This design comes from an exercise in tuning for small area on the open sky130 flow, not from production work.
The RTL was checked by simulation tests, not by an equivalence proof against the original design.
Power figures rest on the tool's default switching activity, not on a simulated workload.

## sobel_accel
module sobel_accel(
        input   wire    [ 2:0]   addr,
        output  reg     [31:0]   rdata,
        input   wire    [31:0]   wdata,
        input   wire             cs,
        input   wire             read,
        input   wire             write,
        input   wire             clk,
        input   wire             rst
);
    reg [31:0] data0, data1, data2, data3, data4, data5;
    always @(posedge clk)
        if (cs & write)
            case (addr)
                3'd0: data0 <= wdata;
                3'd1: data1 <= wdata;
                3'd2: data2 <= wdata;
                3'd3: data3 <= wdata;
                3'd4: data4 <= wdata;
                3'd5: data5 <= wdata;
            endcase
    wire [2:0] ra = addr;
    wire h = ra[2] & (ra[0] | ~ra[1]);
    wire [31:0] ra_n, rb_n, rc_, rd_;
    MUXI32 ma (.s(h), .a(data0), .b(data2), .y(ra_n));
    MUXI32 mb (.s(h), .a(data1), .b(data3), .y(rb_n));
    MUX32  mc (.s(h), .a(data2), .b(data4), .y(rc_));
    MUX32  md (.s(h), .a(data3), .b(data5), .y(rd_));
    wire [6:0] p00, p01, p10, p11, q00, q01, q10, q11;
  ...
Size in the first run: roughly 1200 cells after synthesis, roughly 0.016 mm2 of cells after synthesis.
export LEC_CHECK = 0
export CAP_MARGIN = 20
export CORE_MARGIN = 2
export CORE_UTILIZATION = 75
export CTS_CLUSTER_DIAMETER = 100
export CTS_CLUSTER_SIZE = 30
export GPL_TIMING_DRIVEN = 1
export SLEW_MARGIN = 20
export SYNTH_HIERARCHICAL = 1
create_clock -name core_clock -period 9.0 [get_ports {clk}]
standard.sh (not shown) runs the stock make flow with config.mk's settings and CLKGATE_MAP_FILE= SYNTH_SCRIPT=/design/flow/synth_recipe.tcl, a recipe that flattens the netlist after the stock synthesis.
==> flow/flow/run.sh <==
#!/bin/bash
# Layout flow: the standard flow (standard.sh), with the standard
# synthesis unchanged and two changes after it:
#  - before floorplanning, every combinational cell that synthesis gave a
#    drive strength above 1 starts at its smallest size (downsize.tcl); the
#    resizer's later timing and design repairs size up again where needed;
#    the buffers synthesis inserted are removed (REMOVE_ABC_BUFFERS);
#  - the port buffers are buf_1 cells.
# Each tool's output goes to a log file of its own in this folder.
set -euo pipefail
here=$(pwd)
bash standard.sh synth > synth.log 2>&1
bash standard.sh PRE_FLOORPLAN_TCL="$here/flow/downsize.tcl" REMOVE_ABC_BUFFERS=1 \
    "BUFFER_PORTS_ARGS=-buffer_cell sky130_fd_sc_hd__buf_1" finish > layout.log 2>&1
==> flow/flow/downsize.tcl <==
# Sourced by ORFS's floorplan.tcl (PRE_FLOORPLAN_TCL) right after the
# synthesised netlist is loaded: swap each combinational cell above drive
# strength 1 for the same function at the smallest drive strength.
set db [ord::get_db]
set block [ord::get_db_block]
set n 0
foreach inst [$block getInsts] {
  set name [[$inst getMaster] getName]
  if {![regexp {^(sky130_fd_sc_hd__[a-z0-9]+)_([0-9]+)$} $name -> base drive]} { continue }
  if {$drive <= 1} { continue }
  if {[regexp {__(df|edf|sdf|dl|sedf|ha|fa)} $base]} { continue }
  foreach d {1 0} {
    set m [$db findMaster ${base}_$d]
    if {$m ne "NULL" && $m ne ""} {
      $inst swapMaster $m
      incr n
      break
    }
  }
}
puts "downsize.tcl: $n cells set to their smallest drive strength"
The first run ran to the end with no violations.
Next try:
Settings changed: CORE_UTILIZATION 75 to 70.
Outcome: The changed run completed with no timing, DRC or antenna violations; cell count rises by 3.0%; die area rises by about 7%; clock power falls by about 1%; hold slack gains 0.019 ns; worst setup slack gains 0.12 ns.
Next try:
Settings changed: GPL_TIMING_DRIVEN 1 to 0.
The new run passed the timing, design-rule and antenna checks.
Global-route usage went up by 0.17 points.
Wire length went up by 1.9%.
Setup slack gets worse by 0.19 ns.
Maximum frequency went down by 2.2%.
Non-clock buffer count went down by 38.
Count of clock-buffer cells in the layout went down by 1.
Area after synthesis does not change.
Core utilization went down by 0.25 points.
Sequential power barely changes.


## red
sobel_accel again, from the RTL that the note above started with.
==> flow/config.mk <==
export PLATFORM = sky130hd
export DESIGN_NAME = sobel_accel
export DESIGN_NICKNAME = sobel_accel
export VERILOG_FILES = /design/flow/design.v
export SDC_FILE = /design/flow/constraint.sdc
export NUM_CORES = 4
export LEC_CHECK = 0
export CAP_MARGIN = 20
export CORE_MARGIN = 2
export CORE_UTILIZATION = 75
export CTS_BUF_LIST = sky130_fd_sc_hd__clkbuf_16 sky130_fd_sc_hd__clkbuf_8 sky130_fd_sc_hd__clkbuf_4
export CTS_CLUSTER_DIAMETER = 100
export CTS_CLUSTER_SIZE = 30
export GPL_TIMING_DRIVEN = 1
export SLEW_MARGIN = 20
export SYNTH_HIERARCHICAL = 1
==> flow/constraint.sdc <==
create_clock -name core_clock -period 9.0 [get_ports {clk}]
set_input_delay 1.8000 -clock core_clock [delete_from_list [all_inputs] [get_ports {clk}]]
set_output_delay 1.8000 -clock core_clock [all_outputs]
set_load 0.01 [all_outputs]
Scripts as last shown in full above: flow/flow/run.sh, flow/flow/downsize.tcl
[inputs] blue vs red
- a deleted CTS_BUF_LIST that had been sky130_fd_sc_hd__clkbuf_16 sky130_fd_sc_hd__clkbuf_8 sky130_fd_sc_hd__clkbuf_4
- a change of CTS_CLUSTER_SIZE from 30 to 36
- a change of CTS_CLUSTER_DIAMETER from 100 to 90
==> comparison <==
Reported for blue and red, average size of a mapped cell turned out identical to the last digit. Summary of blue over red: clock-buffer cell count moved down, final setup slack of the worst path moved down. Diff red..blue | critical path depth | unchanged. Post-synthesis to final-layout area growth essentially unchanged between red and blue. On global-route met1 utilization: blue sits below red. | fmax | blue vs red | ≈ equal |. Status: sequential cell count parity (blue, red). There was hardly any difference in reported leakage power between red and blue. The clock buffer and inverter area fraction after layout on red is in line with that on blue.

[what the ideal ports hide]
The results above use ideal ports. As a check the final layouts listed here were re-extracted and re-timed, cells and wires unchanged.
Step 1 (the two cells are an assumption about what drives the block):
set clk [get_ports {clk}]
set_driving_cell -lib_cell sky130_fd_sc_hd__clkbuf_16 $clk
set_driving_cell -lib_cell sky130_fd_sc_hd__buf_2 [delete_from_list [all_inputs] $clk]
Step 2 times the ports against the registers' clock, not the clock port: input delays grow and output delays shrink by t, the midpoint of the rising clock arrivals with the driver on.
Three values: ideal ports, drivers, drivers and shift; two values: the first two.
run | shift t [ns] | slack for setup (ns) | hold slack, ns | worst slew at a driven data input, ns
the first run of note 1 | 0.525 | 0.212 / 0.236 / -0.289 | 0.679 / 0.679 / 0.679 | 0.04
the second run of note 1 | 0.521 | 0.329 / 0.356 / -0.165 | 0.698 / 0.698 / 0.698 | 0.04
the third run of note 1 | 0.522 | 0.135 / 0.158 / -0.364 | 0.695 / 0.695 / 0.695 | 0.04
red | 0.528 | 0.210 / 0.236 / -0.292 | 0.681 / 0.681 / 0.681 | 0.04
blue | 0.528 | 0.192 / 0.216 / -0.312 | 0.680 / 0.680 / 0.680 | 0.04
With both steps, setup timing fails in every run listed, where it was met with ideal ports. The setup slack of blue, which loses most, moves by +0.024 ns with the drivers and by -0.504 ns with both steps.
